This design comes from an exercise in tuning for small area, a short achievable clock period and few clock cycles per item on the open sky130 flow, not from production work. The RTL was checked by simulation tests, not by an equivalence proof against the original design. Power and IR drop assume default switching activity.

## flow/config.mk

```make
export PLATFORM = sky130hd
export DESIGN_NAME = GEMM
export DESIGN_NICKNAME = GEMM
export VERILOG_FILES = /design/flow/design.v
export SDC_FILE = /design/flow/constraint.sdc
export NUM_CORES = 4
export LEC_CHECK = 0
export CAP_MARGIN = 20
export CORE_MARGIN = 2
export CORE_UTILIZATION = 55
export PLACE_DENSITY = 0.65
export SLEW_MARGIN = 20
export SYNTH_HIERARCHICAL = 1
```

## flow/constraint.sdc

```tcl
create_clock -name core_clock -period 11.0 [get_ports {clk}]
set_input_delay 2.2000 -clock core_clock [delete_from_list [all_inputs] [get_ports {clk}]]
set_output_delay 2.2000 -clock core_clock [all_outputs]
set_load 0.01 [all_outputs]
```

## flow/design.v

```verilog
module PE (
    input wire [7:0] a0,
    input wire [7:0] a1,
    input wire [7:0] a2,
    input wire [7:0] a3,
    input wire [7:0] b0,
    input wire [7:0] b1,
    input wire [7:0] b2,
    input wire [7:0] b3,
    output wire [17:0] s,
    output wire [17:0] t
);
    wire pp1, pp2, pp3, pp4, pp5, pp6, pp7, pp8, pp9, pp10, pp11, pp12, pp13, pp14, pp15, pp16, pp17, pp18, pp19, pp20, pp21, pp22, pp23, pp24, pp25, pp26, pp27, pp28, pp29, pp30, pp31, pp32, pp33, pp34, pp35, pp36, pp37, pp38, pp39, pp40, pp41, pp42, pp43, pp44, pp45, pp46, pp47, pp48, pp49, pp50, pp51, pp52, pp53, pp54, pp55, pp56, pp57, pp58, pp59, pp60, pp61, pp62, pp63, pp64, pp65, pp66, pp67, pp68, pp69, pp70, pp71, pp72, pp73, pp74, pp75, pp76, pp77, pp78, pp79, pp80, pp81, pp82, pp83, pp84, pp85, pp86, pp87, pp88, pp89, pp90, pp91, pp92, pp93, pp94, pp95, pp96, pp97, pp98, pp99, pp100, pp101, pp102, pp103, pp104, pp105, pp106, pp107, pp108, pp109, pp110, pp111, pp112, pp113, pp114, pp115, pp116, pp117, pp118, pp119, pp120, pp121, pp122, pp123, pp124, pp125, pp126, pp127, pp128, pp129, pp130, pp131, pp132, pp133, pp134, pp135, pp136, pp137, pp138, pp139, pp140, pp141, pp142, pp143, pp144, pp145, pp146, pp147, pp148, pp149, pp150, pp151, pp152, pp153, pp154, pp155, pp156, pp157, pp158, pp159, pp160, pp161, pp162, pp163, pp164, pp165, pp166, pp167, pp168, pp169, pp170, pp171, pp172, pp173, pp174, pp175, pp176, pp177, pp178, pp179, pp180, pp181, pp182, pp183, pp184, pp185, pp186, pp187, pp188, pp189, pp190, pp191, pp192, pp193, pp194, pp195, pp196, pp197, pp198, pp199, pp200, pp201, pp202, pp203, pp204, pp205, pp206, pp207, pp208, pp209, pp210, pp211, pp212, pp213, pp214, pp215, pp216, pp217, pp218, pp219, pp220, pp221, pp222, pp223, pp224, pp225, pp226, pp227, pp228, pp229, pp230, pp231, pp232, pp233, pp234, pp235, pp236, pp237, pp238, pp239, pp240, pp241, pp242, pp243, pp244, pp245, pp246, pp247, pp248, pp249, pp250, pp251, pp252, pp253, pp254, pp255, pp256, s257, c258, s259, c260, s261, c262, s263, c264, s265, c266, s267, c268, s269, c270, s271, c272, s273, c274, s275, c276, s277, c278, s279, c280, s281, c282, s283, c284, s285, c286, s287, c288, s289, c290, s291, c292, s293, c294, s295, c296, s297, c298, s299, c300, s301, c302, s303, c304, s305, c306, s307, c308, s309, c310, s311, c312, s313, c314, s315, c316, s317, c318, s319, c320, s321, c322, s323, c324, s325, c326, s327, c328, s329, c330, s331, c332, s333, c334, s335, c336, s337, c338, s339, c340, s341, c342, s343, c344, s345, c346, s347, c348, s349, c350, s351, c352, s353, c354, s355, c356, s357, c358, s359, c360, s361, c362, s363, c364, s365, c366, s367, c368, s369, c370, s371, c372, s373, c374, s375, c376, s377, c378, s379, c380, s381, c382, s383, c384, s385, c386, s387, c388, s389, c390, s391, c392, s393, c394, s395, c396, s397, c398, s399, c400, s401, c402, s403, c404, s405, c406, s407, c408, s409, c410, s411, c412, s413, c414, s415, c416, s417, c418, s419, c420, s421, c422, s423, c424, s425, c426, s427, c428, s429, c430, s431, c432, s433, c434, s435, c436, s437, c438, s439, c440, s441, c442, s443, c444, s445, c446, s447, c448, s449, c450, s451, c452, s453, c454, s455, c456, s457, c458, s459, c460, s461, c462, s463, c464, s465, c466, s467, c468, s469, c470, s471, c472, s473, c474, s475, c476, s477, c478, s479, c480, s481, c482, s483, c484, s485, c486, s487, c488, s489, c490, s491, c492, s493, c494, s495, c496, s497, c498, s499, c500, s501, c502, s503, c504, s505, c506, s507, c508, s509, c510, s511, c512, s513, c514, s515, c516, s517, c518, s519, c520, s521, c522, s523, c524, s525, c526, s527, c528, s529, c530, s531, c532, s533, c534, s535, c536, s537, c538, s539, c540, s541, c542, s543, c544, s545, c546, s547, c548, s549, c550, s551, c552, s553, c554, s555, c556, s557, c558, s559, c560, s561, c562, s563, c564, s565, c566, s567, c568, s569, c570, s571, c572, s573, c574, s575, c576, s577, c578, s579, c580, s581, c582, s583, c584, s585, c586, s587, c588, s589, c590, s591, c592, s593, c594, s595, c596, s597, c598, s599, c600, s601, c602, s603, c604, s605, c606, s607, c608, s609, c610, s611, c612, s613, c614, s615, c616, s617, c618, s619, c620, s621, c622, s623, c624, s625, c626, s627, c628, s629, c630, s631, c632, s633, c634, s635, c636, s637, c638, s639, c640, s641, c642, s643, c644, s645, c646, s647, c648, s649, c650, s651, c652, s653, c654, s655, c656, s657, c658, s659, c660, s661, c662, s663, c664, s665, c666, s667, c668, s669, c670, s671, c672, s673, c674, s675, c676, s677, c678, s679, c680, s681, c682, s683, c684, s685, c686, s687, c688, s689, c690, s691, c692, s693, c694, s695, c696, s697, c698, s699, c700, s701, c702, s703, c704, s705, c706, s707, c708, s709, c710, s711, c712, s713, c714, s715, c716, s717, c718, s719, c720, s721, c722, s723, c724, s725, c726;
    assign pp1 = a0[0] & b0[0];
    assign pp2 = a0[0] & b0[1];
    assign pp3 = a0[0] & b0[2];
    assign pp4 = a0[0] & b0[3];
    assign pp5 = a0[0] & b0[4];
    assign pp6 = a0[0] & b0[5];
    assign pp7 = a0[0] & b0[6];
    assign pp8 = ~(a0[0] & b0[7]);
    assign pp9 = a0[1] & b0[0];
    assign pp10 = a0[1] & b0[1];
    assign pp11 = a0[1] & b0[2];
    assign pp12 = a0[1] & b0[3];
    assign pp13 = a0[1] & b0[4];
    assign pp14 = a0[1] & b0[5];
    assign pp15 = a0[1] & b0[6];
    assign pp16 = ~(a0[1] & b0[7]);
    assign pp17 = a0[2] & b0[0];
    assign pp18 = a0[2] & b0[1];
    assign pp19 = a0[2] & b0[2];
    assign pp20 = a0[2] & b0[3];
    assign pp21 = a0[2] & b0[4];
    assign pp22 = a0[2] & b0[5];
    assign pp23 = a0[2] & b0[6];
    assign pp24 = ~(a0[2] & b0[7]);
    assign pp25 = a0[3] & b0[0];
    assign pp26 = a0[3] & b0[1];
    assign pp27 = a0[3] & b0[2];
    assign pp28 = a0[3] & b0[3];
    assign pp29 = a0[3] & b0[4];
    assign pp30 = a0[3] & b0[5];
    assign pp31 = a0[3] & b0[6];
    assign pp32 = ~(a0[3] & b0[7]);
    assign pp33 = a0[4] & b0[0];
    assign pp34 = a0[4] & b0[1];
    assign pp35 = a0[4] & b0[2];
    assign pp36 = a0[4] & b0[3];
    assign pp37 = a0[4] & b0[4];
    assign pp38 = a0[4] & b0[5];
    assign pp39 = a0[4] & b0[6];
    assign pp40 = ~(a0[4] & b0[7]);
    assign pp41 = a0[5] & b0[0];
    assign pp42 = a0[5] & b0[1];
    assign pp43 = a0[5] & b0[2];
    assign pp44 = a0[5] & b0[3];
    assign pp45 = a0[5] & b0[4];
    assign pp46 = a0[5] & b0[5];
    assign pp47 = a0[5] & b0[6];
    assign pp48 = ~(a0[5] & b0[7]);
    assign pp49 = a0[6] & b0[0];
    assign pp50 = a0[6] & b0[1];
    assign pp51 = a0[6] & b0[2];
    assign pp52 = a0[6] & b0[3];
    assign pp53 = a0[6] & b0[4];
    assign pp54 = a0[6] & b0[5];
    assign pp55 = a0[6] & b0[6];
    assign pp56 = ~(a0[6] & b0[7]);
    assign pp57 = ~(a0[7] & b0[0]);
    assign pp58 = ~(a0[7] & b0[1]);
    assign pp59 = ~(a0[7] & b0[2]);
    assign pp60 = ~(a0[7] & b0[3]);
    assign pp61 = ~(a0[7] & b0[4]);
    assign pp62 = ~(a0[7] & b0[5]);
    assign pp63 = ~(a0[7] & b0[6]);
    assign pp64 = a0[7] & b0[7];
    assign pp65 = a1[0] & b1[0];
    assign pp66 = a1[0] & b1[1];
    assign pp67 = a1[0] & b1[2];
    assign pp68 = a1[0] & b1[3];
    assign pp69 = a1[0] & b1[4];
    assign pp70 = a1[0] & b1[5];
    assign pp71 = a1[0] & b1[6];
    assign pp72 = ~(a1[0] & b1[7]);
    assign pp73 = a1[1] & b1[0];
    assign pp74 = a1[1] & b1[1];
    assign pp75 = a1[1] & b1[2];
    assign pp76 = a1[1] & b1[3];
    assign pp77 = a1[1] & b1[4];
    assign pp78 = a1[1] & b1[5];
    assign pp79 = a1[1] & b1[6];
    assign pp80 = ~(a1[1] & b1[7]);
    assign pp81 = a1[2] & b1[0];
    assign pp82 = a1[2] & b1[1];
    assign pp83 = a1[2] & b1[2];
    assign pp84 = a1[2] & b1[3];
    assign pp85 = a1[2] & b1[4];
    assign pp86 = a1[2] & b1[5];
    assign pp87 = a1[2] & b1[6];
    assign pp88 = ~(a1[2] & b1[7]);
    assign pp89 = a1[3] & b1[0];
    assign pp90 = a1[3] & b1[1];
    assign pp91 = a1[3] & b1[2];
    assign pp92 = a1[3] & b1[3];
    assign pp93 = a1[3] & b1[4];
    assign pp94 = a1[3] & b1[5];
    assign pp95 = a1[3] & b1[6];
    assign pp96 = ~(a1[3] & b1[7]);
    assign pp97 = a1[4] & b1[0];
    assign pp98 = a1[4] & b1[1];
    assign pp99 = a1[4] & b1[2];
    assign pp100 = a1[4] & b1[3];
    assign pp101 = a1[4] & b1[4];
    assign pp102 = a1[4] & b1[5];
    assign pp103 = a1[4] & b1[6];
    assign pp104 = ~(a1[4] & b1[7]);
    assign pp105 = a1[5] & b1[0];
    assign pp106 = a1[5] & b1[1];
    assign pp107 = a1[5] & b1[2];
    assign pp108 = a1[5] & b1[3];
    assign pp109 = a1[5] & b1[4];
    assign pp110 = a1[5] & b1[5];
    assign pp111 = a1[5] & b1[6];
    assign pp112 = ~(a1[5] & b1[7]);
    assign pp113 = a1[6] & b1[0];
    assign pp114 = a1[6] & b1[1];
    assign pp115 = a1[6] & b1[2];
    assign pp116 = a1[6] & b1[3];
    assign pp117 = a1[6] & b1[4];
    assign pp118 = a1[6] & b1[5];
    assign pp119 = a1[6] & b1[6];
    assign pp120 = ~(a1[6] & b1[7]);
    assign pp121 = ~(a1[7] & b1[0]);
    assign pp122 = ~(a1[7] & b1[1]);
    assign pp123 = ~(a1[7] & b1[2]);
    assign pp124 = ~(a1[7] & b1[3]);
    assign pp125 = ~(a1[7] & b1[4]);
    assign pp126 = ~(a1[7] & b1[5]);
    assign pp127 = ~(a1[7] & b1[6]);
    assign pp128 = a1[7] & b1[7];
    assign pp129 = a2[0] & b2[0];
    assign pp130 = a2[0] & b2[1];
    assign pp131 = a2[0] & b2[2];
    assign pp132 = a2[0] & b2[3];
    assign pp133 = a2[0] & b2[4];
    assign pp134 = a2[0] & b2[5];
    assign pp135 = a2[0] & b2[6];
    assign pp136 = ~(a2[0] & b2[7]);
    assign pp137 = a2[1] & b2[0];
    assign pp138 = a2[1] & b2[1];
    assign pp139 = a2[1] & b2[2];
    assign pp140 = a2[1] & b2[3];
    assign pp141 = a2[1] & b2[4];
    assign pp142 = a2[1] & b2[5];
    assign pp143 = a2[1] & b2[6];
    assign pp144 = ~(a2[1] & b2[7]);
    assign pp145 = a2[2] & b2[0];
    assign pp146 = a2[2] & b2[1];
    assign pp147 = a2[2] & b2[2];
    assign pp148 = a2[2] & b2[3];
    assign pp149 = a2[2] & b2[4];
    assign pp150 = a2[2] & b2[5];
    assign pp151 = a2[2] & b2[6];
    assign pp152 = ~(a2[2] & b2[7]);
    assign pp153 = a2[3] & b2[0];
    assign pp154 = a2[3] & b2[1];
    assign pp155 = a2[3] & b2[2];
    assign pp156 = a2[3] & b2[3];
    assign pp157 = a2[3] & b2[4];
    assign pp158 = a2[3] & b2[5];
    assign pp159 = a2[3] & b2[6];
    assign pp160 = ~(a2[3] & b2[7]);
    assign pp161 = a2[4] & b2[0];
    assign pp162 = a2[4] & b2[1];
    assign pp163 = a2[4] & b2[2];
    assign pp164 = a2[4] & b2[3];
    assign pp165 = a2[4] & b2[4];
    assign pp166 = a2[4] & b2[5];
    assign pp167 = a2[4] & b2[6];
    assign pp168 = ~(a2[4] & b2[7]);
    assign pp169 = a2[5] & b2[0];
    assign pp170 = a2[5] & b2[1];
    assign pp171 = a2[5] & b2[2];
    assign pp172 = a2[5] & b2[3];
    assign pp173 = a2[5] & b2[4];
    assign pp174 = a2[5] & b2[5];
    assign pp175 = a2[5] & b2[6];
    assign pp176 = ~(a2[5] & b2[7]);
    assign pp177 = a2[6] & b2[0];
    assign pp178 = a2[6] & b2[1];
    assign pp179 = a2[6] & b2[2];
    assign pp180 = a2[6] & b2[3];
    assign pp181 = a2[6] & b2[4];
    assign pp182 = a2[6] & b2[5];
    assign pp183 = a2[6] & b2[6];
    assign pp184 = ~(a2[6] & b2[7]);
    assign pp185 = ~(a2[7] & b2[0]);
    assign pp186 = ~(a2[7] & b2[1]);
    assign pp187 = ~(a2[7] & b2[2]);
    assign pp188 = ~(a2[7] & b2[3]);
    assign pp189 = ~(a2[7] & b2[4]);
    assign pp190 = ~(a2[7] & b2[5]);
    assign pp191 = ~(a2[7] & b2[6]);
    assign pp192 = a2[7] & b2[7];
    assign pp193 = a3[0] & b3[0];
    assign pp194 = a3[0] & b3[1];
    assign pp195 = a3[0] & b3[2];
    assign pp196 = a3[0] & b3[3];
    assign pp197 = a3[0] & b3[4];
    assign pp198 = a3[0] & b3[5];
    assign pp199 = a3[0] & b3[6];
    assign pp200 = ~(a3[0] & b3[7]);
    assign pp201 = a3[1] & b3[0];
    assign pp202 = a3[1] & b3[1];
    assign pp203 = a3[1] & b3[2];
    assign pp204 = a3[1] & b3[3];
    assign pp205 = a3[1] & b3[4];
    assign pp206 = a3[1] & b3[5];
    assign pp207 = a3[1] & b3[6];
    assign pp208 = ~(a3[1] & b3[7]);
    assign pp209 = a3[2] & b3[0];
    assign pp210 = a3[2] & b3[1];
    assign pp211 = a3[2] & b3[2];
    assign pp212 = a3[2] & b3[3];
    assign pp213 = a3[2] & b3[4];
    assign pp214 = a3[2] & b3[5];
    assign pp215 = a3[2] & b3[6];
    assign pp216 = ~(a3[2] & b3[7]);
    assign pp217 = a3[3] & b3[0];
    assign pp218 = a3[3] & b3[1];
    assign pp219 = a3[3] & b3[2];
    assign pp220 = a3[3] & b3[3];
    assign pp221 = a3[3] & b3[4];
    assign pp222 = a3[3] & b3[5];
    assign pp223 = a3[3] & b3[6];
    assign pp224 = ~(a3[3] & b3[7]);
    assign pp225 = a3[4] & b3[0];
    assign pp226 = a3[4] & b3[1];
    assign pp227 = a3[4] & b3[2];
    assign pp228 = a3[4] & b3[3];
    assign pp229 = a3[4] & b3[4];
    assign pp230 = a3[4] & b3[5];
    assign pp231 = a3[4] & b3[6];
    assign pp232 = ~(a3[4] & b3[7]);
    assign pp233 = a3[5] & b3[0];
    assign pp234 = a3[5] & b3[1];
    assign pp235 = a3[5] & b3[2];
    assign pp236 = a3[5] & b3[3];
    assign pp237 = a3[5] & b3[4];
    assign pp238 = a3[5] & b3[5];
    assign pp239 = a3[5] & b3[6];
    assign pp240 = ~(a3[5] & b3[7]);
    assign pp241 = a3[6] & b3[0];
    assign pp242 = a3[6] & b3[1];
    assign pp243 = a3[6] & b3[2];
    assign pp244 = a3[6] & b3[3];
    assign pp245 = a3[6] & b3[4];
    assign pp246 = a3[6] & b3[5];
    assign pp247 = a3[6] & b3[6];
    assign pp248 = ~(a3[6] & b3[7]);
    assign pp249 = ~(a3[7] & b3[0]);
    assign pp250 = ~(a3[7] & b3[1]);
    assign pp251 = ~(a3[7] & b3[2]);
    assign pp252 = ~(a3[7] & b3[3]);
    assign pp253 = ~(a3[7] & b3[4]);
    assign pp254 = ~(a3[7] & b3[5]);
    assign pp255 = ~(a3[7] & b3[6]);
    assign pp256 = a3[7] & b3[7];
    FA fa0 (.a(pp100), .b(pp107), .c(pp114), .s(s257), .co(c258));
    FA fa1 (.a(pp121), .b(pp136), .c(pp143), .s(s259), .co(c260));
    FA fa2 (.a(pp101), .b(pp108), .c(pp115), .s(s261), .co(c262));
    HA ha0 (.a(pp12), .b(pp133), .s(s263), .co(c264));
    FA fa3 (.a(pp105), .b(pp13), .c(pp134), .s(s265), .co(c266));
    FA fa4 (.a(pp141), .b(pp148), .c(pp155), .s(s267), .co(c268));
    FA fa5 (.a(pp162), .b(pp169), .c(pp198), .s(s269), .co(c270));
    FA fa6 (.a(pp106), .b(pp113), .c(pp135), .s(s271), .co(c272));
    FA fa7 (.a(pp14), .b(pp142), .c(pp149), .s(s273), .co(c274));
    FA fa8 (.a(pp156), .b(pp163), .c(pp170), .s(s275), .co(c276));
    FA fa9 (.a(pp177), .b(pp199), .c(pp206), .s(s277), .co(c278));
    FA fa10 (.a(pp21), .b(pp213), .c(pp220), .s(s279), .co(c280));
    FA fa11 (.a(pp227), .b(pp234), .c(pp241), .s(s281), .co(c282));
    FA fa12 (.a(pp15), .b(pp150), .c(pp157), .s(s283), .co(c284));
    FA fa13 (.a(pp164), .b(pp171), .c(pp178), .s(s285), .co(c286));
    FA fa14 (.a(pp185), .b(pp200), .c(pp207), .s(s287), .co(c288));
    FA fa15 (.a(pp214), .b(pp22), .c(pp221), .s(s289), .co(c290));
    FA fa16 (.a(pp228), .b(pp235), .c(pp242), .s(s291), .co(c292));
    FA fa17 (.a(pp249), .b(pp29), .c(pp36), .s(s293), .co(c294));
    FA fa18 (.a(pp43), .b(pp50), .c(pp57), .s(s295), .co(c296));
    HA ha1 (.a(pp72), .b(pp79), .s(s297), .co(c298));
    FA fa19 (.a(pp122), .b(pp144), .c(pp151), .s(s299), .co(c300));
    FA fa20 (.a(pp158), .b(pp16), .c(pp165), .s(s301), .co(c302));
    FA fa21 (.a(pp172), .b(pp179), .c(pp186), .s(s303), .co(c304));
    FA fa22 (.a(pp208), .b(pp215), .c(pp222), .s(s305), .co(c306));
    FA fa23 (.a(pp229), .b(pp23), .c(pp236), .s(s307), .co(c308));
    FA fa24 (.a(pp243), .b(pp250), .c(pp30), .s(s309), .co(c310));
    FA fa25 (.a(pp37), .b(pp44), .c(pp51), .s(s311), .co(c312));
    FA fa26 (.a(pp58), .b(pp80), .c(pp87), .s(s313), .co(c314));
    HA ha2 (.a(pp94), .b(c258), .s(s315), .co(c316));
    FA fa27 (.a(pp102), .b(pp109), .c(pp116), .s(s317), .co(c318));
    FA fa28 (.a(pp123), .b(pp152), .c(pp159), .s(s319), .co(c320));
    FA fa29 (.a(pp166), .b(pp173), .c(pp180), .s(s321), .co(c322));
    FA fa30 (.a(pp187), .b(pp216), .c(pp223), .s(s323), .co(c324));
    FA fa31 (.a(pp230), .b(pp237), .c(pp24), .s(s325), .co(c326));
    FA fa32 (.a(pp244), .b(pp251), .c(pp31), .s(s327), .co(c328));
    FA fa33 (.a(pp38), .b(pp45), .c(pp52), .s(s329), .co(c330));
    HA ha3 (.a(pp59), .b(pp88), .s(s331), .co(c332));
    FA fa34 (.a(1'b1), .b(pp103), .c(pp110), .s(s333), .co(c334));
    FA fa35 (.a(pp117), .b(pp124), .c(pp160), .s(s335), .co(c336));
    FA fa36 (.a(pp167), .b(pp174), .c(pp181), .s(s337), .co(c338));
    FA fa37 (.a(pp188), .b(pp224), .c(pp231), .s(s339), .co(c340));
    FA fa38 (.a(pp238), .b(pp245), .c(pp252), .s(s341), .co(c342));
    FA fa39 (.a(pp104), .b(pp111), .c(pp118), .s(s343), .co(c344));
    FA fa40 (.a(pp11), .b(pp132), .c(pp139), .s(s345), .co(c346));
    HA ha4 (.a(pp146), .b(pp153), .s(s347), .co(c348));
    FA fa41 (.a(pp140), .b(pp147), .c(pp154), .s(s349), .co(c350));
    FA fa42 (.a(pp161), .b(pp19), .c(pp197), .s(s351), .co(c352));
    FA fa43 (.a(pp204), .b(pp211), .c(pp218), .s(s353), .co(c354));
    FA fa44 (.a(pp225), .b(pp26), .c(pp33), .s(s355), .co(c356));
    FA fa45 (.a(pp20), .b(pp205), .c(pp212), .s(s357), .co(c358));
    FA fa46 (.a(pp219), .b(pp226), .c(pp233), .s(s359), .co(c360));
    FA fa47 (.a(pp27), .b(pp34), .c(pp41), .s(s361), .co(c362));
    FA fa48 (.a(pp6), .b(pp70), .c(pp77), .s(s363), .co(c364));
    FA fa49 (.a(pp84), .b(pp91), .c(pp98), .s(s365), .co(c366));
    FA fa50 (.a(pp28), .b(pp35), .c(pp42), .s(s367), .co(c368));
    FA fa51 (.a(pp49), .b(pp7), .c(pp71), .s(s369), .co(c370));
    FA fa52 (.a(pp78), .b(pp85), .c(pp92), .s(s371), .co(c372));
    FA fa53 (.a(pp99), .b(c266), .c(c268), .s(s373), .co(c374));
    FA fa54 (.a(c270), .b(s271), .c(s273), .s(s375), .co(c376));
    HA ha5 (.a(s275), .b(s277), .s(s377), .co(c378));
    FA fa55 (.a(pp8), .b(pp86), .c(pp93), .s(s379), .co(c380));
    FA fa56 (.a(s297), .b(c272), .c(c274), .s(s381), .co(c382));
    FA fa57 (.a(c276), .b(c278), .c(c280), .s(s383), .co(c384));
    FA fa58 (.a(c282), .b(s257), .c(s259), .s(s385), .co(c386));
    FA fa59 (.a(s283), .b(s285), .c(s287), .s(s387), .co(c388));
    FA fa60 (.a(s289), .b(s291), .c(s293), .s(s389), .co(c390));
    FA fa61 (.a(c298), .b(c260), .c(c284), .s(s391), .co(c392));
    FA fa62 (.a(c286), .b(c288), .c(c290), .s(s393), .co(c394));
    FA fa63 (.a(c292), .b(c294), .c(c296), .s(s395), .co(c396));
    FA fa64 (.a(s261), .b(s299), .c(s301), .s(s397), .co(c398));
    FA fa65 (.a(s303), .b(s305), .c(s307), .s(s399), .co(c400));
    FA fa66 (.a(s309), .b(s311), .c(s313), .s(s401), .co(c402));
    FA fa67 (.a(pp95), .b(s331), .c(c262), .s(s403), .co(c404));
    FA fa68 (.a(c300), .b(c302), .c(c304), .s(s405), .co(c406));
    FA fa69 (.a(c306), .b(c308), .c(c310), .s(s407), .co(c408));
    FA fa70 (.a(c312), .b(c314), .c(s317), .s(s409), .co(c410));
    FA fa71 (.a(s319), .b(s321), .c(s323), .s(s411), .co(c412));
    FA fa72 (.a(s325), .b(s327), .c(s329), .s(s413), .co(c414));
    FA fa73 (.a(pp32), .b(pp39), .c(pp46), .s(s415), .co(c416));
    FA fa74 (.a(pp53), .b(pp60), .c(pp96), .s(s417), .co(c418));
    FA fa75 (.a(c332), .b(c318), .c(c320), .s(s419), .co(c420));
    FA fa76 (.a(c322), .b(c324), .c(c326), .s(s421), .co(c422));
    FA fa77 (.a(c328), .b(c330), .c(s333), .s(s423), .co(c424));
    FA fa78 (.a(s335), .b(s337), .c(s339), .s(s425), .co(c426));
    FA fa79 (.a(pp125), .b(pp168), .c(pp175), .s(s427), .co(c428));
    FA fa80 (.a(pp182), .b(pp189), .c(pp232), .s(s429), .co(c430));
    FA fa81 (.a(pp239), .b(pp246), .c(pp253), .s(s431), .co(c432));
    FA fa82 (.a(pp40), .b(pp47), .c(pp54), .s(s433), .co(c434));
    FA fa83 (.a(pp61), .b(c334), .c(c336), .s(s435), .co(c436));
    FA fa84 (.a(c338), .b(c340), .c(c342), .s(s437), .co(c438));
    FA fa85 (.a(pp112), .b(pp119), .c(pp126), .s(s439), .co(c440));
    FA fa86 (.a(pp176), .b(pp183), .c(pp190), .s(s441), .co(c442));
    FA fa87 (.a(pp240), .b(pp247), .c(pp254), .s(s443), .co(c444));
    FA fa88 (.a(pp10), .b(pp131), .c(pp138), .s(s445), .co(c446));
    HA ha6 (.a(pp145), .b(pp17), .s(s447), .co(c448));
    FA fa89 (.a(pp18), .b(pp196), .c(pp203), .s(s449), .co(c450));
    FA fa90 (.a(pp210), .b(pp217), .c(pp25), .s(s451), .co(c452));
    FA fa91 (.a(pp4), .b(pp68), .c(pp75), .s(s453), .co(c454));
    FA fa92 (.a(pp5), .b(pp69), .c(pp76), .s(s455), .co(c456));
    FA fa93 (.a(pp83), .b(pp90), .c(pp97), .s(s457), .co(c458));
    FA fa94 (.a(c348), .b(s263), .c(c346), .s(s459), .co(c460));
    HA ha7 (.a(s349), .b(s351), .s(s461), .co(c462));
    FA fa95 (.a(c264), .b(c350), .c(c352), .s(s463), .co(c464));
    FA fa96 (.a(c354), .b(c356), .c(s265), .s(s465), .co(c466));
    FA fa97 (.a(s267), .b(s269), .c(s357), .s(s467), .co(c468));
    FA fa98 (.a(s359), .b(s361), .c(s363), .s(s469), .co(c470));
    FA fa99 (.a(c358), .b(c360), .c(c362), .s(s471), .co(c472));
    FA fa100 (.a(c364), .b(c366), .c(s279), .s(s473), .co(c474));
    FA fa101 (.a(s281), .b(s367), .c(s369), .s(s475), .co(c476));
    FA fa102 (.a(s371), .b(s377), .c(s373), .s(s477), .co(c478));
    FA fa103 (.a(c368), .b(c370), .c(c372), .s(s479), .co(c480));
    FA fa104 (.a(s295), .b(s379), .c(c378), .s(s481), .co(c482));
    FA fa105 (.a(c374), .b(c376), .c(s381), .s(s483), .co(c484));
    FA fa106 (.a(s383), .b(s385), .c(s387), .s(s485), .co(c486));
    FA fa107 (.a(c380), .b(s315), .c(c382), .s(s487), .co(c488));
    FA fa108 (.a(c384), .b(c386), .c(c388), .s(s489), .co(c490));
    FA fa109 (.a(c390), .b(s391), .c(s393), .s(s491), .co(c492));
    FA fa110 (.a(s395), .b(s397), .c(s399), .s(s493), .co(c494));
    FA fa111 (.a(c316), .b(c392), .c(c394), .s(s495), .co(c496));
    FA fa112 (.a(c396), .b(c398), .c(c400), .s(s497), .co(c498));
    FA fa113 (.a(c402), .b(s403), .c(s405), .s(s499), .co(c500));
    FA fa114 (.a(s407), .b(s409), .c(s411), .s(s501), .co(c502));
    FA fa115 (.a(s341), .b(s415), .c(s417), .s(s503), .co(c504));
    FA fa116 (.a(c404), .b(c406), .c(c408), .s(s505), .co(c506));
    FA fa117 (.a(c410), .b(c412), .c(c414), .s(s507), .co(c508));
    FA fa118 (.a(s419), .b(s421), .c(s423), .s(s509), .co(c510));
    FA fa119 (.a(c416), .b(c418), .c(s343), .s(s511), .co(c512));
    FA fa120 (.a(s427), .b(s429), .c(s431), .s(s513), .co(c514));
    FA fa121 (.a(s433), .b(c420), .c(c422), .s(s515), .co(c516));
    FA fa122 (.a(c424), .b(c426), .c(s435), .s(s517), .co(c518));
    FA fa123 (.a(pp48), .b(pp55), .c(pp62), .s(s519), .co(c520));
    FA fa124 (.a(c344), .b(c428), .c(c430), .s(s521), .co(c522));
    FA fa125 (.a(c432), .b(c434), .c(s439), .s(s523), .co(c524));
    FA fa126 (.a(s441), .b(s443), .c(c436), .s(s525), .co(c526));
    FA fa127 (.a(pp120), .b(pp127), .c(pp184), .s(s527), .co(c528));
    FA fa128 (.a(pp191), .b(pp248), .c(pp255), .s(s529), .co(c530));
    FA fa129 (.a(pp56), .b(pp63), .c(c440), .s(s531), .co(c532));
    FA fa130 (.a(pp130), .b(pp137), .c(pp194), .s(s533), .co(c534));
    FA fa131 (.a(pp195), .b(pp202), .c(pp209), .s(s535), .co(c536));
    FA fa132 (.a(pp3), .b(pp67), .c(pp74), .s(s537), .co(c538));
    FA fa133 (.a(pp82), .b(pp89), .c(c448), .s(s539), .co(c540));
    FA fa134 (.a(s347), .b(c446), .c(s345), .s(s541), .co(c542));
    HA ha8 (.a(s449), .b(s451), .s(s543), .co(c544));
    FA fa135 (.a(c450), .b(c452), .c(c454), .s(s545), .co(c546));
    FA fa136 (.a(s353), .b(s355), .c(s455), .s(s547), .co(c548));
    FA fa137 (.a(s457), .b(s461), .c(s459), .s(s549), .co(c550));
    FA fa138 (.a(c456), .b(c458), .c(s365), .s(s551), .co(c552));
    FA fa139 (.a(c462), .b(c460), .c(s463), .s(s553), .co(c554));
    FA fa140 (.a(s465), .b(s467), .c(s469), .s(s555), .co(c556));
    FA fa141 (.a(c464), .b(c466), .c(c468), .s(s557), .co(c558));
    FA fa142 (.a(c470), .b(s375), .c(s471), .s(s559), .co(c560));
    FA fa143 (.a(s473), .b(s475), .c(s477), .s(s561), .co(c562));
    FA fa144 (.a(c472), .b(c474), .c(c476), .s(s563), .co(c564));
    FA fa145 (.a(s389), .b(s479), .c(s481), .s(s565), .co(c566));
    FA fa146 (.a(c478), .b(s483), .c(s485), .s(s567), .co(c568));
    FA fa147 (.a(c480), .b(s401), .c(c482), .s(s569), .co(c570));
    FA fa148 (.a(c484), .b(c486), .c(s487), .s(s571), .co(c572));
    FA fa149 (.a(s489), .b(s491), .c(s493), .s(s573), .co(c574));
    FA fa150 (.a(s413), .b(c488), .c(c490), .s(s575), .co(c576));
    FA fa151 (.a(c492), .b(c494), .c(s495), .s(s577), .co(c578));
    FA fa152 (.a(s497), .b(s499), .c(s501), .s(s579), .co(c580));
    FA fa153 (.a(s425), .b(s503), .c(c496), .s(s581), .co(c582));
    FA fa154 (.a(c498), .b(c500), .c(c502), .s(s583), .co(c584));
    FA fa155 (.a(s505), .b(s507), .c(s509), .s(s585), .co(c586));
    FA fa156 (.a(c504), .b(s437), .c(s511), .s(s587), .co(c588));
    FA fa157 (.a(s513), .b(c506), .c(c508), .s(s589), .co(c590));
    FA fa158 (.a(c510), .b(s515), .c(s517), .s(s591), .co(c592));
    FA fa159 (.a(s519), .b(c438), .c(c512), .s(s593), .co(c594));
    FA fa160 (.a(c514), .b(s521), .c(s523), .s(s595), .co(c596));
    FA fa161 (.a(c516), .b(c518), .c(s525), .s(s597), .co(c598));
    FA fa162 (.a(c442), .b(c444), .c(c520), .s(s599), .co(c600));
    FA fa163 (.a(s527), .b(s529), .c(c522), .s(s601), .co(c602));
    FA fa164 (.a(c524), .b(s531), .c(c526), .s(s603), .co(c604));
    FA fa165 (.a(pp128), .b(pp192), .c(pp256), .s(s605), .co(c606));
    FA fa166 (.a(pp64), .b(c528), .c(c530), .s(s607), .co(c608));
    FA fa167 (.a(pp2), .b(pp201), .c(pp66), .s(s609), .co(c610));
    FA fa168 (.a(pp81), .b(s447), .c(c534), .s(s611), .co(c612));
    HA ha9 (.a(s445), .b(s535), .s(s613), .co(c614));
    FA fa169 (.a(c536), .b(c538), .c(s453), .s(s615), .co(c616));
    FA fa170 (.a(s539), .b(s543), .c(s541), .s(s617), .co(c618));
    FA fa171 (.a(c540), .b(c544), .c(c542), .s(s619), .co(c620));
    FA fa172 (.a(s545), .b(s547), .c(s549), .s(s621), .co(c622));
    FA fa173 (.a(c546), .b(c548), .c(s551), .s(s623), .co(c624));
    FA fa174 (.a(c550), .b(s553), .c(s555), .s(s625), .co(c626));
    FA fa175 (.a(c552), .b(c554), .c(c556), .s(s627), .co(c628));
    FA fa176 (.a(s557), .b(s559), .c(s561), .s(s629), .co(c630));
    FA fa177 (.a(c558), .b(c560), .c(s563), .s(s631), .co(c632));
    FA fa178 (.a(s565), .b(c562), .c(s567), .s(s633), .co(c634));
    FA fa179 (.a(c564), .b(c566), .c(s569), .s(s635), .co(c636));
    FA fa180 (.a(c568), .b(s571), .c(s573), .s(s637), .co(c638));
    FA fa181 (.a(c570), .b(c572), .c(c574), .s(s639), .co(c640));
    FA fa182 (.a(s575), .b(s577), .c(s579), .s(s641), .co(c642));
    FA fa183 (.a(c576), .b(c578), .c(c580), .s(s643), .co(c644));
    FA fa184 (.a(s581), .b(s583), .c(s585), .s(s645), .co(c646));
    FA fa185 (.a(s587), .b(c582), .c(c584), .s(s647), .co(c648));
    FA fa186 (.a(c586), .b(s589), .c(s591), .s(s649), .co(c650));
    FA fa187 (.a(c588), .b(s593), .c(s595), .s(s651), .co(c652));
    FA fa188 (.a(c590), .b(c592), .c(s597), .s(s653), .co(c654));
    FA fa189 (.a(s599), .b(c594), .c(c596), .s(s655), .co(c656));
    FA fa190 (.a(s601), .b(c598), .c(s603), .s(s657), .co(c658));
    FA fa191 (.a(s605), .b(c532), .c(c600), .s(s659), .co(c660));
    FA fa192 (.a(s607), .b(c602), .c(c604), .s(s661), .co(c662));
    HA ha10 (.a(pp1), .b(pp129), .s(s663), .co(c664));
    FA fa193 (.a(pp73), .b(pp9), .c(s533), .s(s665), .co(c666));
    FA fa194 (.a(c610), .b(s537), .c(s613), .s(s667), .co(c668));
    FA fa195 (.a(c614), .b(c612), .c(s615), .s(s669), .co(c670));
    FA fa196 (.a(c616), .b(c618), .c(s619), .s(s671), .co(c672));
    FA fa197 (.a(c620), .b(s623), .c(c622), .s(s673), .co(c674));
    FA fa198 (.a(c624), .b(c626), .c(s627), .s(s675), .co(c676));
    FA fa199 (.a(c628), .b(s631), .c(c630), .s(s677), .co(c678));
    FA fa200 (.a(c632), .b(s635), .c(c634), .s(s679), .co(c680));
    FA fa201 (.a(c636), .b(c638), .c(s639), .s(s681), .co(c682));
    FA fa202 (.a(c640), .b(c642), .c(s643), .s(s683), .co(c684));
    FA fa203 (.a(c644), .b(c646), .c(s647), .s(s685), .co(c686));
    FA fa204 (.a(s651), .b(c648), .c(c650), .s(s687), .co(c688));
    FA fa205 (.a(c652), .b(s655), .c(c654), .s(s689), .co(c690));
    FA fa206 (.a(s659), .b(c656), .c(c658), .s(s691), .co(c692));
    FA fa207 (.a(c606), .b(c608), .c(c660), .s(s693), .co(c694));
    HA ha11 (.a(pp193), .b(pp65), .s(s695), .co(c696));
    FA fa208 (.a(c664), .b(s609), .c(s665), .s(s697), .co(c698));
    FA fa209 (.a(c666), .b(s611), .c(s667), .s(s699), .co(c700));
    FA fa210 (.a(c668), .b(s617), .c(s669), .s(s701), .co(c702));
    FA fa211 (.a(c670), .b(s621), .c(s671), .s(s703), .co(c704));
    FA fa212 (.a(c672), .b(s625), .c(s673), .s(s705), .co(c706));
    FA fa213 (.a(c674), .b(s629), .c(s675), .s(s707), .co(c708));
    FA fa214 (.a(c676), .b(s633), .c(s677), .s(s709), .co(c710));
    FA fa215 (.a(s637), .b(c678), .c(s679), .s(s711), .co(c712));
    FA fa216 (.a(s641), .b(c680), .c(s681), .s(s713), .co(c714));
    FA fa217 (.a(s645), .b(c682), .c(s683), .s(s715), .co(c716));
    FA fa218 (.a(s649), .b(c684), .c(s685), .s(s717), .co(c718));
    FA fa219 (.a(s653), .b(c686), .c(s687), .s(s719), .co(c720));
    FA fa220 (.a(s657), .b(c688), .c(s689), .s(s721), .co(c722));
    FA fa221 (.a(s661), .b(c690), .c(s691), .s(s723), .co(c724));
    FA fa222 (.a(s693), .b(c662), .c(c692), .s(s725), .co(c726));
    assign s = {1'b1, c694, c724, c722, c720, c718, c716, c714, c712, c710, c708, c706, c704, c702, c700, c698, c696, s663};
    assign t = {1'b0, c726, s725, s723, s721, s719, s717, s715, s713, s711, s709, s707, s705, s703, s701, s699, s697, s695};
endmodule
module FA (
    input wire a, b, c,
    output wire s, co
);
    assign s = a ^ b ^ c;
    assign co = (a & b) | (a & c) | (b & c);
endmodule
module HA (
    input wire a, b,
    output wire s, co
);
    assign s = a ^ b;
    assign co = a & b;
endmodule
module SystolicArray (
    input wire clk,
    input wire [127:0] A_matrix,
    input wire [127:0] B_matrix,
    output reg [127:0] a_q,
    output reg [127:0] b_q
);
    always @(posedge clk) begin
        a_q <= A_matrix;
        b_q <= B_matrix;
    end
endmodule
module GEMMController (
    input wire clk,
    input wire reset_n,
    input wire in_valid,
    output wire in_ready,
    output wire out_valid
);
    reg [1:0] v;
    assign in_ready = 1'b1;
    assign out_valid = v[1];
    always @(posedge clk or negedge reset_n) begin
        if (!reset_n)
            v <= 0;
        else
            v <= {v[0:0], in_valid};
    end
endmodule
module GEMM #(parameter M = 4, K = 4, N = 4)(
    input wire clk,
    input wire reset_n,
    input wire in_valid,
    output wire in_ready,
    input wire [M*K*8-1:0] A_matrix,  
    input wire [K*N*8-1:0] B_matrix,  
    output wire out_valid,
    output wire [M*N*32-1:0] C_matrix  
);
    wire [127:0] a_q;
    wire [127:0] b_q;
    GEMMController ctrl (
        .clk(clk), .reset_n(reset_n), .in_valid(in_valid),
        .in_ready(in_ready), .out_valid(out_valid)
    );
    SystolicArray sa (
        .clk(clk), .A_matrix(A_matrix), .B_matrix(B_matrix), .a_q(a_q),
        .b_q(b_q)
    );
    genvar i, j;
    generate
        for (i = 0; i < M; i = i + 1) begin : row
            for (j = 0; j < N; j = j + 1) begin : col
                wire [17:0] s, t;
                PE pe (
                    .a0(a_q[(i*K+0)*8 +: 8]), .a1(a_q[(i*K+1)*8 +: 8]),
                    .a2(a_q[(i*K+2)*8 +: 8]), .a3(a_q[(i*K+3)*8 +: 8]),
                    .b0(b_q[(0*N+j)*8 +: 8]), .b1(b_q[(1*N+j)*8 +: 8]),
                    .b2(b_q[(2*N+j)*8 +: 8]), .b3(b_q[(3*N+j)*8 +: 8]),
                    .s(s), .t(t)
                );
                reg [17:0] s_q, t_q;
                always @(posedge clk) begin
                    s_q <= s;
                    t_q <= t;
                end
                wire [17:0] c = s_q + t_q;
                assign C_matrix[(i*N+j)*32 +: 32] = {{14{c[17]}}, c};
            end
        end
    endgenerate
endmodule
```

## flow/run.sh

```bash
#!/bin/bash
# synth_recipe.tcl (not shown) runs the flow's synth.tcl, then flattens the netlist and writes it again
# the make line also repeats each setting of config.mk as NAME=value (left out here)
make -C /OpenROAD-flow-scripts/flow DESIGN_CONFIG=/design/flow/config.mk WORK_HOME=/design/flow/orfs CLKGATE_MAP_FILE= SYNTH_SCRIPT=/design/flow/synth_recipe.tcl finish
```

==> results of run 1 <==
[Yosys stat by module (local to each module, per instance)]
module / cells inside / flip-flops and latches / cell area, µm² / times used
FA: 1 / 0 / 20.0 / 3568
GEMM: 2454 / 576 / 25400 / 1
GEMMController: 4 / 2 / 61.3 / 1
HA: 1 / 0 / 12.5 / 192
PE: 297 / 0 / 1750 / 16
SystolicArray: 256 / 256 / 5120 / 1
[final cells by class]
cell class / instances / area share, %
multi-input combinational: 9436 / 75.8
clock buffer: 136 / 2.02
clock inverter: 59 / 0.568
sequential: 834 / 11.7
tap: 3185 / 2.77
inverter: 114 / 0.297
timing repair buffer: 1001 / 6.57
antenna: 152 / 0.264
[where the power goes]
| group | internal (µW) | switching [µW] | total (µW) |
|---|---|---|---|
| logic | 17800 | 20600 | 38500 |
| registers | 4710 | 427 | 5130 |
| clock network | 2190 | 1540 | 3730 |
| total | 24700 | 22600 | 47400 |
[cell usage after synthesis (5+ instances only)]
| master | n | area [µm²] |
|---|---|---|
| a2111oi_0 | 6 | 52.6 |
| a211oi_1 | 45 | 338 |
| a21o_1 | 93 | 698 |
| a21oi_1 | 192 | 961 |
| a31oi_1 | 26 | 163 |
| and2_1 | 3204 | 20000 |
| and3_1 | 10 | 62.6 |
| buf_2 | 49 | 245 |
| buf_4 | 801 | 6010 |
| clkbuf_1 | 8 | 30.0 |
| conb_1 | 33 | 124 |
| dfxtp_1 | 832 | 16700 |
| fa_1 | 3584 | 71700 |
| ha_1 | 464 | 5810 |
| inv_1 | 114 | 428 |
| mux2i_1 | 5 | 50.1 |
| nand2_1 | 974 | 3660 |
| nand2b_1 | 16 | 100 |
| nand3_1 | 43 | 215 |
| nand4_1 | 12 | 75.1 |
| nor2_1 | 99 | 372 |
| nor2b_1 | 25 | 156 |
| nor3_1 | 51 | 255 |
| nor4_1 | 6 | 37.5 |
| o2111ai_1 | 5 | 43.8 |
| o211ai_1 | 23 | 173 |
| o21a_1 | 40 | 300 |
| o21ai_0 | 75 | 375 |
| o21ai_1 | 28 | 140 |
| o21bai_1 | 21 | 158 |
| o22ai_1 | 9 | 56.3 |
| o31ai_1 | 10 | 75.1 |
| or2_2 | 6 | 37.5 |
| xnor2_1 | 178 | 1560 |
| xor2_1 | 72 | 631 |
[routing by layer]
layer / routed length (µm) / share of wire, %
met1: 168000 / 34
met2: 223000 / 45
met3: 68800 / 14
met4: 39500 / 7.9
met5: 336 / 0.067
[cells by family (layout without fill, tap and decap cells)]
family | count (synthesis) | in the layout | synth area share, %
compound gates | 629 | 629 | 3.09
simple gates | 4455 | 4455 | 18.9
other cells | 33 | 201 | 0.0935
flops | 834 | 834 | 12.6
buf+inv | 972 | 1310 | 5.07
xor+xnor | 250 | 250 | 1.65
fa+ha+maj | 4048 | 4048 | 58.5
mux | 5 | 5 | 0.0378
[worst max-delay path, stage by stage (launching register included)]
cell and delay [ns]:
dfxtp_1 0.32, ha_1 0.18, inv_1 0.07, fa_1 0.40, nor2b_1 0.13, o21ai_1 0.08
a21boi_1 0.28, o22ai_1 0.24, o31ai_1 0.50, a21oi_1 0.16, xnor2_1 0.63, clkdlybuf4s50_1 0.67
[registers in the layout (all words and copies together) (netlist names)]
signal	count
sa.a_q	128
row.col.s_q	288
ctrl.v	2
sa.b_q	128
row.col.t_q	288
[worst max-delay path by stage]
stage	endpoint	slack, ns	depth (start not counted)
after global placement	C_matrix[144]	5.41	11
after floorplan	C_matrix[18]	5.77	9
after global routing	C_matrix[351]	4.14	9
final	C_matrix[144]	4.33	11
after CTS	C_matrix[278]	4.43	9
after detailed placement	C_matrix[278]	5.30	9
[stage by stage]
| stage | util, % | setup slack, ns | instances |
|---|---|---|---|
| finish | 60.0 | 4.33 | 14917 |
| global route | 59.8 | 4.14 | 14777 |
| detailed placement | 58.3 | 5.30 | 14570 |
| global placement | 58.3 | 5.41 | 14569 |
| floorplan | - | 5.77 | 11242 |
| CTS | 59.8 | 4.43 | 14765 |
==> results.toml, run 1 <==
[global_route]
grt_busiest_layer = "met2"
use_met1_pct = 49.8
antenna_found_initial = 87
grt-ovfl-total = 0
grt_use_met3_pct = 15.2
grt_pass1_vias = 106810
grt_max_degree = 33
grt_first_pass_wirelength_um = 722000
grt_usage_pct = 41.3
grtUsageMet2_pct = 62.1

[floorplan]
fp.dieW_um = 495
fp.dieH_um = 495
num_rows = 180
design.core.area_um2 = 240000
initial_core_util_pct = 55.2
ios = 773
dieArea_um2 = 245000

[clock_tree]
numCtsBuffers = 103
cts-resized-gates = 0
cts_tree = "done"
postCtsSetupRepairBufs = 0
clk_pin_slew_ns = 0.06
htreeDepth = 3
cts_root_buf = "clkbuf_16"
cts_hold_buffers = 0
clock_sinks = 834
clock_latency_ns = 0.81
cts_buffer_depth = 3

[synthesis]
synth.cell_area_um2 = 133000
syn_area_per_cell_um2 = 11.8
synth_cell_types = 68
synthFlopType = "dfxtp_1"
synthArstFlopShare_pct = 0.240
synth_cells = 11226
yosysWarnings = 9
ys_ff_latch = 834
synth_edf_count = 0
ys_seq_area_share_pct = 12.6

[layout]
drive_gt1_share_pct = 4.91
fill_cells = 19427
final_nets = 15797
register_area_um2 = 16900
final_cell_mix = "fa_1, and2_1, nand2_1"
multi_input_area_um2 = 109000
mostFrequentLayoutCell = "fa_1"
final_area_um2 = 144000
area_growth_pct = 8.68

[critical_path]
r2r_start = "sa.a_q[31]"
end_kind = "output port"
worstReg2RegEnd = "row[0].col[1].t_q[9]"
crit_fanout = 4
rrSetupSlack_ns = 5.72
cp-start-kind = "flop"
worstSetupPathType = "reg -> out"
required_ns = 8.80
arrival_ns = 4.47
reg2reg_depth = 9
setup.worst_path.start = "row[1].col[0].t_q[0]"

[min_path]
worstHoldEndpoint = "ctrl.v[1]"
min-delay-path-class = "reg -> reg"
holdCritStartpoint = "ctrl.v[0]"
worstHoldPathCells = 0

[placed_design]
gp_congestion = 0.943
portBuffers = 771
place_area_um2 = 140000
dpl.hpwl_um = 311000

[pwr]
leakagePower_uw = 0.0604
p_total_uw = 47400
powerDensity_nw_per_um2 = 329
ir_worst_vdd_v = 0.000480

[timing]
worst_hold_slack_ns = 0.352
maxSlewHeadroom_pct = 15.1
setup_viol = 0
max_freq_mhz = 150
fin_tns_setup_ns = 0
worstMarginPinSlew_ns = 1.27
post-route-period-util_pct = 60.6
finalHoldViolations = 0
fin_skew_ns = 0.0637
min_period_ns = 6.67
slew_viol_final = 0
rsz0062_at_grt = "false"

[outcome]
violations = "antenna violations"
status = "complete, but fails checks"

[route]
postRouteAntennaNets = 1
drt-pass1-iter-count = 8
wl_per_cell_um = 33.4
drc_errors = 0
num_vias = 96167
drtIter0Drc = 11010
viasPerCell = 6.45
wl_um = 499000

[flow_run]
max_cap_violations = 0
Testbench counts, summed over its fixed seeds: cycles 784, items 768.
==> inputs of run 2 (changes only) <==
--- a/flow/config.mk
+++ b/flow/config.mk
@@ -9,5 +9,6 @@
 export CORE_MARGIN = 2
 export CORE_UTILIZATION = 55
 export PLACE_DENSITY = 0.65
+export SETUP_SLACK_MARGIN = 5
 export SLEW_MARGIN = 20
 export SYNTH_HIERARCHICAL = 1
==> run 2 against run 1 <==
Net effect:
- clock-buffer cell count did not move
- critical path type unchanged
- power rose by 1.6%
- now clean on timing, DRC and antenna
- register-to-register slack hardly changed
- largest power group unchanged
- combinational power rose by 2%
- utilization increased by 0.40 points
- design area grew 0.66%
==> results.toml, run 2 <==
[timing]
fin_tns_setup_ns = 0
rsz0062_at_grt = "true"
max_freq_mhz = 167
maxSlewHeadroom_pct = 16.7
fin_skew_ns = 0.0717
post-route-period-util_pct = 54.3
final.setup.worst_slack_ns = 5.03
worstMarginPinSlew_ns = 1.25
slew_viol_final = 0
min_period_ns = 5.97
setup_viol = 0
finalHoldViolations = 0

[placed_design]
dpl.hpwl_um = 311000
gp_congestion = 0.943
portBuffers = 771
pre_cts_slack_ns = 5.30

[global_route]
grt_pass1_vias = 106889
grt_max_degree = 33
grt_first_pass_wirelength_um = 722000
grt-ovfl-total = 0
use_met1_pct = 49.9
antenna_found_initial = 89
grtUsageMet2_pct = 62.1
grt_usage_pct = 41.3
grt_use_met3_pct = 15.2
grt_busiest_layer = "met2"

[min_path]
worstHoldPathCells = 0
min-delay-path-class = "reg -> reg"

[route]
drtIter0Drc = 10642
drt-pass1-iter-count = 8
postRouteAntennaNets = 0
wl_um = 501000
drc_errors = 0
viasPerCell = 6.45
wl_per_cell_um = 33.6
num_vias = 96145

[clock_tree]
cts_tree = "done"
numCtsBuffers = 103
cts_root_buf = "clkbuf_16"
clock_latency_ns = 0.82
clock_sinks = 834
clk_pin_slew_ns = 0.06
cts_buffer_depth = 3
htreeDepth = 3
cts_hold_buffers = 0

[layout]
top_regs = "row.col.s_q x288, row.col.t_q x288"
fill_cells = 19335
drive_gt1_share_pct = 5.82
mostFrequentLayoutCell = "fa_1"
final_nets = 15817
area_growth_pct = 9.40
final_cell_mix = "fa_1, and2_1, nand2_1"

[synthesis]
yosysWarnings = 9
synth_top_cell_area_share_pct = 54.1
synthFlopType = "dfxtp_1"
synth_cell_types = 68
synth_top_area_cell = "fa_1"
ys_seq_area_share_pct = 12.6
synth_edf_count = 0
synthArstFlopShare_pct = 0.240
ys_ff_latch = 834
synth.cell_area_um2 = 133000
netlist_top_cells_area = "fa_1, and2_1, dfxtp_1, buf_4, ha_1"
synth_cells = 11226
ys_top_cells_by_count = "fa_1, and2_1, nand2_1, dfxtp_1, buf_4"
synth.most_common_cell = "fa_1"
syn_area_per_cell_um2 = 11.8

[critical_path]
cp-start-kind = "flop"
end_kind = "output port"
reg2reg_depth = 9
rrSetupSlack_ns = 5.72
required_ns = 8.80
worstSetupPathType = "reg -> out"
crit_fanout = 4
arrival_ns = 3.77

[flow_run]
max_cap_violations = 0

[floorplan]
num_rows = 180
initial_core_util_pct = 55.2
design.core.area_um2 = 240000
fp.dieW_um = 495
ios = 773
fp.dieH_um = 495
dieArea_um2 = 245000

[pwr]
ir_worst_vdd_v = 0.000473
leakagePower_uw = 0.0610
p_total_uw = 48100
powerDensity_nw_per_um2 = 332

[outcome]
status = "complete, no violations"
-- run 2: cell types whose count changed in the layout (fill, tap and decap cells not counted), moves of 10 or more --
cell / delta
dlymetal6s2s_1: +24
buf_12: +10
xnor2_4: +11
xnor2_2: +16
o21ai_0: -10
xnor2_1: -27
clkdlybuf4s50_1: -26
a21oi_1: -10
diode_2: -33
-- run 2: worst max-delay path, cell delays in order (launching register included) --
cell and delay (ns):
dfxtp_1 0.32, ha_1 0.27, a21o_1 0.10, a21oi_1 0.09, nor2b_1 0.27, o22ai_2 0.17, buf_4 0.16, o21ai_1 0.26
a41oi_1 0.19, xnor2_1 0.50, clkdlybuf4s50_1 0.65
-- run 2: path summary, 6_finish.rpt --
kind                                       from                    end
setup reg to reg                     sa.a_q[31]  row[0].col[3].t_q[10]
hold reg to reg                       ctrl.v[0]              ctrl.v[1]
hold / removal                        ctrl.v[0]              ctrl.v[1]
min in group asynchronous               reset_n              ctrl.v[1]
max in group asynchronous               reset_n              ctrl.v[0]
setup / recovery           row[3].col[1].s_q[1]          C_matrix[429]
-- run 2: layer usage --
layer	wire length (µm)	vias up
li1	-	35053
met1	169000	50094
met2	223000	8580
met3	68400	2398
met4	39800	20
met5	258	-
-- run 2: Yosys stat by module (local to each module, per instance) --
| module | cell area [µm²] | copies in the design |
|---|---|---|
| FA | 20.0 | 3568 |
| GEMM | 25400 | 1 |
| GEMMController | 61.3 | 1 |
| HA | 12.5 | 192 |
| PE | 1750 | 16 |
| SystolicArray | 5120 | 1 |
-- run 2: cell families after synthesis --
| logic type | after synthesis | synth area share (%) |
|---|---|---|
| other | 33 | 0.0935 |
| xor gates and xnor gates | 250 | 1.65 |
| and+or+nand+nor | 4455 | 18.9 |
| AOI/OAI and AO/OA | 629 | 3.09 |
| adders and majority gates | 4048 | 58.5 |
| muxes | 5 | 0.0378 |
| DFF | 834 | 12.6 |
| buffers and inverters | 972 | 5.07 |
-- run 2: area by class of cell --
type	instances	area, µm²	share of cell area, %
timing repair buffer	1021	9790	6.75
antenna	119	298	0.205
inverter	114	428	0.295
sequential	834	16900	11.6
clock buffer	136	2910	2.01
clock inverter	59	818	0.564
multi-input combinational	9436	110000	75.8
tap	3185	3990	2.75
-- run 2: stage by stage --
| step | hold slack, ns | area (µm²) | util, % | instances |
|---|---|---|---|---|
| 2_1_floorplan | 0.331 | 133000 | - | 11242 |
| 3_3_place_gp | 0.338 | 140000 | 58.3 | 14569 |
| 3_5_place_dp | 0.342 | 140000 | 58.3 | 14570 |
| 4_1_cts | 0.357 | 144000 | 60.0 | 14769 |
| 5_1_grt | 0.369 | 145000 | 60.3 | 14798 |
| 6_report | 0.352 | 145000 | 60.4 | 14904 |
-- run 2: what timing repair did --
item,CTS,global route
gates cloned,0,1
pin swaps,9,29
buffers inserted,4,15
resized for setup,51,97
setup endpoints to repair,242,272
-- run 2: where the power goes --
group	total [µW]	leakage, µW	internal, µW	switching [µW]
clock	3730	0.00179	2190	1540
sequential	5130	0.00703	4710	426
combinational	39300	0.0522	18300	21000
total	48100	0.0610	25200	22900

==> what the ideal ports hide <==
In the flow no input, the clock included, has a driving cell. The finished layouts below were timed again as built, in two steps. Step 1 (the two cells are an assumption about what drives the block):
set clk [get_ports {clk}]
set_driving_cell -lib_cell sky130_fd_sc_hd__clkbuf_16 $clk
set_driving_cell -lib_cell sky130_fd_sc_hd__buf_2 [delete_from_list [all_inputs] $clk]
Step 2 moves the port delays by t, midway between the first and last clock arrival at a register: inputs arrive t later, outputs are due t later. That takes back most of the time a late clock gives input paths. a / b / c = no drivers / after step 1 / after step 2; a / b = the first two.
run | t (ns) | setup WS [ns] | worst data-port slew with drivers (ns) | pins driven straight from the clock port
run 1 | 0.881 | 4.334 / 4.232 / 5.113 | 0.08 | 1
run 2 | 0.883 | 5.028 / 4.926 / 5.720 | 0.08 | 1
